Background: an optimization exercise with open tools, aiming at small area. Do not read the settings as production practice.
Function was checked by simulation only, so behaviour that the tests miss may differ from the original.
No driver is modelled on the clock port, so clocking that relies on it looks cheaper here than on a real chip.
No activity file was given, so power comes from the tool's default toggle rates.

==> flow/design.v <==
`default_nettype none
module timer_sel (
    input  wire          sel,
    input  wire          sel_n,
    input  wire [31 : 0] a,
    input  wire [31 : 0] b,
    output wire [31 : 0] y
);
  assign y = ({32{sel}} & a) | ({32{sel_n}} & b);
endmodule   
module timer_sel_n (
    input  wire          sel,
    input  wire          sel_n,
    input  wire [31 : 0] a,
    input  wire [31 : 0] b,
    output wire [31 : 0] y
);
  assign y = ~(({32{sel}} & a) | ({32{sel_n}} & b));
endmodule   
module timer_hold_n (
    input  wire          sel,
    input  wire [31 : 0] a,
    input  wire [31 : 0] q,
    output wire [31 : 0] y
);
  assign y = ~(({32{sel}} & a) | ({32{~sel}} & ~q));
endmodule   
module timer_read (
    input  wire          sel_a_n,
    input  wire [31 : 0] a_n,
    input  wire          sel_b_n,
    input  wire [31 : 0] b_n,
    output wire [31 : 0] y
);
  assign y = ~(({32{sel_a_n}} | a_n) & ({32{sel_b_n}} | b_n));
endmodule   
`default_nettype none
module timer (
    input wire clk,
    input wire reset_n,
    input wire cs,
    input wire we,
    input  wire [ 7 : 0] address,
    input  wire [31 : 0] write_data,
    output wire [31 : 0] read_data,
    output wire          ready
);
  localparam ADDR_CTRL = 8'h08;
  localparam ADDR_STATUS = 8'h09;
  localparam ADDR_PRESCALER = 8'h0a;
  localparam ADDR_TIMER = 8'h0b;
  reg  [31 : 0] prescaler_reg_n;   
  reg           prescaler_valid;
  reg  [31 : 0] timer_reg;
  reg           timer_valid;
  reg  [31 : 0] prescaler_ctr;
  reg           prescaler_ctr_valid;
  reg  [31 : 0] timer_ctr_n;   
  reg           timer_ctr_valid;
  reg           running_reg;
  reg           pending_reg;
  wire          wr = cs & we;
  wire          rd = cs & ~we;
  wire          wr_ctrl = wr & (address == ADDR_CTRL);
  wire          wr_prescaler = wr & (address == ADDR_PRESCALER) & ~running_reg;
  wire          wr_timer = wr & (address == ADDR_TIMER) & ~running_reg;
  wire          start = pending_reg & ~running_reg;
  wire          stop = pending_reg & running_reg;
  wire          tick = ~prescaler_ctr_valid | (prescaler_ctr[31 : 1] == 31'h0);
  wire          last = ~timer_ctr_valid | (&timer_ctr_n[31 : 1]);
  wire          cont = running_reg & ~stop & ~(tick & last);
  wire          running_new = running_reg ? cont : start;
  wire [31 : 0] prescaler_reg_n_new;
  timer_hold_n prescaler_reg_sel (
      .sel(wr_prescaler),
      .a(write_data),
      .q(prescaler_reg_n),
      .y(prescaler_reg_n_new)
  );
  wire          prescaler_load = ~running_reg | tick;
  wire [31 : 0] prescaler_ctr_new;
  timer_sel_n prescaler_ctr_sel (
      .sel(prescaler_load),
      .sel_n(~prescaler_load),
      .a(prescaler_reg_n),
      .b(~(prescaler_ctr - 32'h1)),
      .y(prescaler_ctr_new)
  );
  wire [31 : 0] timer_new;
  timer_sel timer_new_sel (
      .sel(wr_timer),
      .sel_n(~wr_timer),
      .a(write_data),
      .b(timer_reg),
      .y(timer_new)
  );
  wire          timer_dec = running_reg & tick;
  wire [31 : 0] timer_ctr_n_new;
  timer_sel_n timer_ctr_sel (
      .sel(running_new),
      .sel_n(~running_new),
      .a(~(timer_ctr_n + {31'h0, timer_dec})),
      .b(timer_new),
      .y(timer_ctr_n_new)
  );
  always @(posedge clk) begin
    prescaler_reg_n <= prescaler_reg_n_new;
    timer_reg       <= timer_new;
    prescaler_ctr   <= prescaler_ctr_new;
    timer_ctr_n     <= timer_ctr_n_new;
    if (prescaler_load) prescaler_ctr_valid <= prescaler_valid;
    if (!reset_n) begin
      prescaler_valid <= 1'h0;
      timer_valid     <= 1'h0;
      timer_ctr_valid <= 1'h0;
      running_reg     <= 1'h0;
      pending_reg     <= 1'h0;
    end
    else begin
      prescaler_valid <= prescaler_valid | wr_prescaler;
      timer_valid     <= timer_valid | wr_timer;
      if (!running_new) timer_ctr_valid <= timer_valid | wr_timer;
      running_reg     <= running_new;
      pending_reg     <= wr_ctrl & (running_new ? write_data[1] : write_data[0]);
    end
  end
  wire sel_status = rd & (address == ADDR_STATUS);
  wire sel_prescaler = rd & (address == ADDR_PRESCALER) & prescaler_valid;
  wire sel_timer = rd & (address == ADDR_TIMER) & timer_ctr_valid;
  wire [31 : 0] read_regs;
  timer_read read_sel (
      .sel_a_n(~sel_prescaler),
      .a_n(prescaler_reg_n),
      .sel_b_n(~sel_timer),
      .b_n(timer_ctr_n),
      .y(read_regs)
  );
  assign read_data = read_regs | {31'h0, sel_status & running_reg};
  assign ready = cs;
endmodule   
clock: 5.0 ns
lec_check: 0
cap_margin: 0
core_margin: 2
core_utilization: 40
slew_margin: 0
synth_hierarchical: 1
standard.sh (not shown) runs the stock make flow with config.mk's settings and CLKGATE_MAP_FILE= SYNTH_SCRIPT=/design/flow/synth_recipe.tcl, a recipe that flattens the netlist after the stock synthesis.
==> flow/flow/run.sh <==
#!/bin/bash
# Standard ORFS layout (the standard.sh) with these changes:
#  - synthesis maps logic with an area-oriented ABC script (flow/synth.tcl, flow/area.abc);
#  - ports are buffered with buf_1;
#  - a hand-built clock tree (flow/cts_tree.tcl): one clkbuf_8 root driving
#    CLOCK_TREE_LEAVES clkbuf_8 leaves, each driving one cluster of flip-flops;

set -euo pipefail
HERE=$(pwd)
export AREA_ABC_SCRIPT=$HERE/flow/area.abc
export BUFFER_PORTS_ARGS="-buffer_cell sky130_fd_sc_hd__buf_1"
export CLOCK_TREE_LEAVES=8
export PRE_CTS_TCL=$HERE/flow/cts_tree.tcl
# TritonCTS then only looks at the clock port's net, which has a single sink, and skips it.
export CTS_ARGS="-clk_nets clk -buf_list sky130_fd_sc_hd__clkbuf_8"

sed "s#SYNTH_SCRIPT=[^ ]*#SYNTH_SCRIPT=$HERE/flow/synth.tcl#" standard.sh > my_standard.sh
grep -q "SYNTH_SCRIPT=$HERE/flow/synth.tcl" my_standard.sh
bash my_standard.sh > standard.log 2>&1
Other scripts of this flow, unchanged in this note and not shown: flow/flow/area.abc, flow/flow/cts_tree.tcl, flow/flow/synth.tcl
==> next run, changes <==
--- a/flow/design.v
+++ b/flow/design.v
@@ -16,5 +16,5 @@
     output wire [31 : 0] y
 );
-  assign y = ~(({32{sel}} & a) | ({32{sel_n}} & b));
+  assign y = ~(({32{sel_n}} | a) & ({32{sel}} | b));
 endmodule   
 module timer_hold_n (
Result:
- wire length went down by 2.3%
- utilization went down by 0.20 points
- worst setup slack improved by 18 ps
- via count went down by 0.50%
- global-route usage went up by 0.27 points
- power barely changes
- first-iteration DRC count went up by 0.42%
- sequential cell count does not change

==> static timing again, ports no longer ideal <==
How much do the figures lean on ideal ports? The routed layouts below were timed once more, with nothing changed but the port constraints. Step 1: set_driving_cell puts a clkbuf_16 on clk and a buf_2 on each other input, an assumption about the parent block. Step 2 moves the port delays by t, midway between the first and last clock arrival at a register: inputs arrive t later, outputs are due t later. That takes back most of the time a late clock gives input paths. Three values: ideal ports, drivers, drivers and shift; two values: the first two.
| run | shift t [ns] | setup slack, ns | cell pins on the clock port's net |
|---|---|---|---|
| the first run | 0.435 | 0.832 / 0.832 / 0.832 | 1 |
| the second run | 0.426 | 0.850 / 0.850 / 0.850 | 1 |
After both steps setup and hold are still met in every run listed.
